What follows belongs to an exercise in optimizing a design on an open flow for small area; a production flow would make more cautious choices. RTL that was checked went through simulation tests only; none was proved equivalent to the original.

==> 05-03: inputs <==
Design crt, start of the top module:
module crt(
	input clk,
	input reset,
	input cs,
	input we,
	input [3:0] addr,
	input [15:0] data_in,
	output [15:0] data_out,
	output irq,
	output vs,
	output hs,
	output ven,
	output [2:0] clksel,
	output [31:0] pixaddr
);
==> module crt, before the edit <==
module crt(
	input clk,
	input reset,
	input cs,
	input we,
	input [3:0] addr,
	input [15:0] data_in,
	output [15:0] data_out,
	output irq,
	output vs,
	output hs,
	output ven,
	output [2:0] clksel,
	output [31:0] pixaddr
);
reg [15:0] hb, hv, hf, he, vb, vv, vf, ve;
reg [15:0] fl, fh, sl, sh, ic, ir, cr;
reg [15:0] col, row;
reg [31:0] pa;
reg field;
reg irq_r;
wire wr = cs & we;
wire [15:0] d0 = data_in & {16{~reset}};	 
wire [15:0] d1 = data_in | {16{reset}};		 
function [15:0] pick;
	input [15:0] rv;
	begin
		pick = (d1 & rv) | (d0 & ~rv);
	end
endfunction
wire [15:0] wsel;
genvar k;
generate for (k = 0; k < 16; k = k + 1) begin : dec
	assign wsel[k] = reset | (wr & (addr == k));
end endgenerate
always @(posedge clk) begin
	if (wsel[4'h0]) hb <= pick(16'd44);
	if (wsel[4'h1]) hv <= pick(16'd192);
	if (wsel[4'h2]) hf <= pick(16'd2112);
	if (wsel[4'h3]) he <= pick(16'd2199);
	if (wsel[4'h4]) vb <= pick(16'd5);
	if (wsel[4'h5]) vv <= pick(16'd41);
	if (wsel[4'h6]) vf <= pick(16'd581);
	if (wsel[4'h7]) ve <= pick(16'd584);
	if (wsel[4'h8]) fl <= pick(16'h0000);
	if (wsel[4'h9]) fh <= pick(16'h0001);
	if (wsel[4'hA]) sl <= pick(16'h0080);
	if (wsel[4'hB]) sh <= pick(16'h0000);
	if (wsel[4'hC]) ic <= pick(16'd0);
	if (wsel[4'hD]) ir <= pick(16'd0);
	if (wsel[4'hF]) cr <= pick(16'h0002);
end
reg [15:0] rd;
always @(*) begin
	case (addr)
	4'h0: rd = hb;
	4'h1: rd = hv;
	4'h2: rd = hf;
	4'h3: rd = he;
	4'h4: rd = vb;
	4'h5: rd = vv;
	4'h6: rd = vf;
	4'h7: rd = ve;
	4'h8: rd = fl;
	4'h9: rd = fh;
	4'hA: rd = sl;
	4'hB: rd = sh;
	4'hC: rd = ic;
	4'hD: rd = ir;
	4'hE: rd = 16'h0000;
	default: rd = cr;
	endcase
end
assign data_out = rd;
wire interlaced = cr[1];
function lt16;	 
	input [15:0] a, b;
	integer i;
	reg c;
	begin
		c = 1'b0;
		for (i = 0; i < 16; i = i + 1)
			c = (~a[i] & b[i]) | (~a[i] & c) | (b[i] & c);
		lt16 = c;
	end
endfunction
function [1:0] lteq16;
	input [15:0] a, b;
	reg [15:0] l, e;
	integer i, w;
	begin
		l = ~a & b;
		e = ~(a ^ b);
		for (w = 1; w < 16; w = w * 2)
			for (i = 0; i < 16; i = i + 2 * w) begin
				l[i] = l[i + w] | (e[i + w] & l[i]);
				e[i] = e[i + w] & e[i];
			end
		lteq16 = {l[0], e[0]};
	end
endfunction
wire col_lt_hb = lt16(col, hb);
wire col_lt_hv = lt16(col, hv);
wire row_lt_vb = lt16(row, vb);
wire row_lt_vv = lt16(row, vv);
wire col_0 = ~|col;
wire row_0 = ~|row;
wire col_lt_hf, col_hf;
assign {col_lt_hf, col_hf} = lteq16(col, hf);
wire col_he = (col == he);
wire col_he2 = (col == {1'b0, he[15:1]});
wire col_ic = (col == ic);
wire row_lt_vf, row_vf;
assign {row_lt_vf, row_vf} = lteq16(row, vf);
wire row_ve = (row == ve);
wire row_ir = (row == ir);
wire in_hvideo = ~col_lt_hv & col_lt_hf;
wire in_vvideo = ~row_lt_vv & row_lt_vf;
wire in_video = in_hvideo & in_vvideo;
wire in_hend = col_he | (interlaced & row_ve & col_he2);
wire in_vend = row_ve & (interlaced ? col_he2 : col_he);
wire restart = (row_0 & col_0) | (row_vf & col_hf);
wire ld = reset | restart;
wire sf = ld & field;
wire rowinc = in_hend & in_vvideo;
wire [31:0] xa = ld ? {fh, fl} : pa;
wire ysel = ld ? field : rowinc;
wire [31:0] ya = {32{ysel}} & {sh, sl};
wire [31:0] wa = {{16{sf}}, {16{sf}} & he};
wire [15:0] na = {16{sf}} & ~hv;
wire ci = sf | (~ld & ~rowinc & in_video);
wire [31:0] s1 = xa ^ ya ^ wa;
wire [32:0] c1 = {(xa & ya) | (xa & wa) | (ya & wa), ci};
wire [31:0] n2 = {16'd0, na};
wire [31:0] s2 = s1 ^ c1[31:0] ^ n2;
wire [32:0] c2 = {(s1 & c1[31:0]) | (s1 & n2) | (c1[31:0] & n2), 1'b0};
function [31:0] bk_add;
	input [31:0] a, b;
	reg [31:0] g, p, G, P;
	reg [31:0] gn, pn;
	integer i, d;
	begin
		g = a & b;
		p = a ^ b;
		G = g;
		P = p;
		for (d = 1; d < 32; d = d * 2)
			for (i = 2 * d - 1; i < 32; i = i + 2 * d) begin
				G[i] = G[i] | (P[i] & G[i - d]);
				P[i] = P[i] & P[i - d];
			end
		for (d = 8; d >= 1; d = d / 2)
			for (i = 3 * d - 1; i < 32; i = i + 2 * d) begin
				G[i] = G[i] | (P[i] & G[i - d]);
				P[i] = P[i] & P[i - d];
			end
		bk_add = p ^ {G[30:0], 1'b0};
	end
endfunction
wire [31:0] pa_next = bk_add(s2, c2[31:0]);
always @(posedge clk) begin
	pa <= pa_next;
	field <= reset ? 1'b0 : in_vend ? (interlaced & ~field) : field;
	row <= (reset | in_vend) ? 16'd0 : row + {15'd0, in_hend};
	col <= (reset | in_hend) ? 16'd0 : col + 16'd1;
	irq_r <= ~reset & ~(wr & (addr == 4'hE)) & (irq_r | (cr[15] & row_ir & col_ic));
end
assign hs = col_lt_hb ^ cr[14];
assign vs = row_lt_vb ^ cr[13];
assign ven = in_video & ~cr[0];
assign clksel = cr[7:5];
assign pixaddr = pa;
assign irq = irq_r;
endmodule
export LEC_CHECK = 0
export CAP_MARGIN = 20
export CORE_MARGIN = 2
export CORE_UTILIZATION = 70
export SLEW_MARGIN = 20
create_clock -name core_clock -period 7.5 [get_ports {clk}]
standard.sh (not shown) runs the stock make flow with config.mk's settings and CLKGATE_MAP_FILE= SYNTH_SCRIPT=/design/flow/synth_recipe.tcl, a recipe that flattens the netlist after the stock synthesis.
==> flow/flow/run.sh <==
#!/bin/bash
# Standard ORFS layout (the standard.sh, unchanged synthesis) with three changes:
#  - ports are buffered with the smallest buffer (buf_1) instead of the default choice
#  - clock tree built without dummy loads
#  - clock tree buffers and clustering set below
set -euo pipefail
CTS="-sink_clustering_enable -repair_clock_nets -dont_use_dummy_load -sink_clustering_size 30 -sink_clustering_max_diameter 60 -buf_list sky130_fd_sc_hd__clkbuf_16"
bash standard.sh \
  "BUFFER_PORTS_ARGS=-buffer_cell sky130_fd_sc_hd__buf_1" \
  "CTS_ARGS=$CTS" \
  finish > flow_standard.log 2>&1
==> 07-12: changes against 05-03 <==
--- a/flow/design.v
+++ b/flow/design.v
@@ -130,7 +130,10 @@
 wire [15:0] na = {16{sf}} & ~hv;
 wire ci = sf | (~ld & ~rowinc & in_video);
-wire [31:0] s1 = xa ^ ya ^ wa;
-wire [32:0] c1 = {(xa & ya) | (xa & wa) | (ya & wa), ci};
-wire [31:0] n2 = {16'd0, na};
+wire [31:0] a1 = xa;
+wire [31:0] b1 = {ya[31:16], wa[15:0]};
+wire [31:0] e1 = {wa[31:16], 16'd0} | {16'd0, na};
+wire [31:0] s1 = a1 ^ b1 ^ e1;
+wire [32:0] c1 = {(a1 & b1) | (a1 & e1) | (b1 & e1), ci};
+wire [31:0] n2 = {16'd0, ya[15:0]};
 wire [31:0] s2 = s1 ^ c1[31:0] ^ n2;
 wire [32:0] c2 = {(s1 & c1[31:0]) | (s1 & n2) | (c1[31:0] & n2), 1'b0};
--- a/flow/flow/run.sh
+++ b/flow/flow/run.sh
@@ -5,5 +5,5 @@
 #  - clock tree buffers and clustering set below
 set -euo pipefail
-CTS="-sink_clustering_enable -repair_clock_nets -dont_use_dummy_load -sink_clustering_size 30 -sink_clustering_max_diameter 60 -buf_list sky130_fd_sc_hd__clkbuf_16"
+CTS="-sink_clustering_enable -repair_clock_nets -dont_use_dummy_load -sink_clustering_size 20 -sink_clustering_max_diameter 50 -buf_list \"sky130_fd_sc_hd__clkbuf_4 sky130_fd_sc_hd__clkbuf_8\""
 bash standard.sh \
   "BUFFER_PORTS_ARGS=-buffer_cell sky130_fd_sc_hd__buf_1" \
==> summary of the runs <==
Between 07-12 and 05-03, the lower synthesized cell count is in 05-03 (gap 1.1%, measured against 05-03).
07-12 never finished: it broke off in clock tree synthesis. 05-03 finished clean.
Area after synthesis: 05-03 is lower than 07-12 (0.50%).
The RTL of 05-03 was laid out without a check of its function.

-- separate check: timing with driven ports --
The flow's constraints put no driver on any port. The routed layout listed below was extracted and timed again, unchanged, in two steps.
Step 1 sets driving cells, clkbuf_16 on the clock port and buf_2 on the other inputs (assumed; they add their load-dependent delay and slew).
Step 2 adds t to the input delays and takes it off the output delays; t is the mean of the earliest and latest rising clock arrival at the registers after step 1. Input paths then give back, and output paths get back, about the clock's delay inside the block.
a / b / c = ideal ports / drivers / drivers and shift; a / b = the first two.
run: 05-03
t, ns: 0.570
setup WS [ns]: 0.369 / 0.369 / 0.369
hold WS [ns]: 0.543 / 0.543 / 0.543
worst setup path after step 2: register to register
After both steps 05-03 still meets setup and hold. The setup slack of 05-03 moves by 0.000 ns with the drivers and by 0.000 ns with both steps.
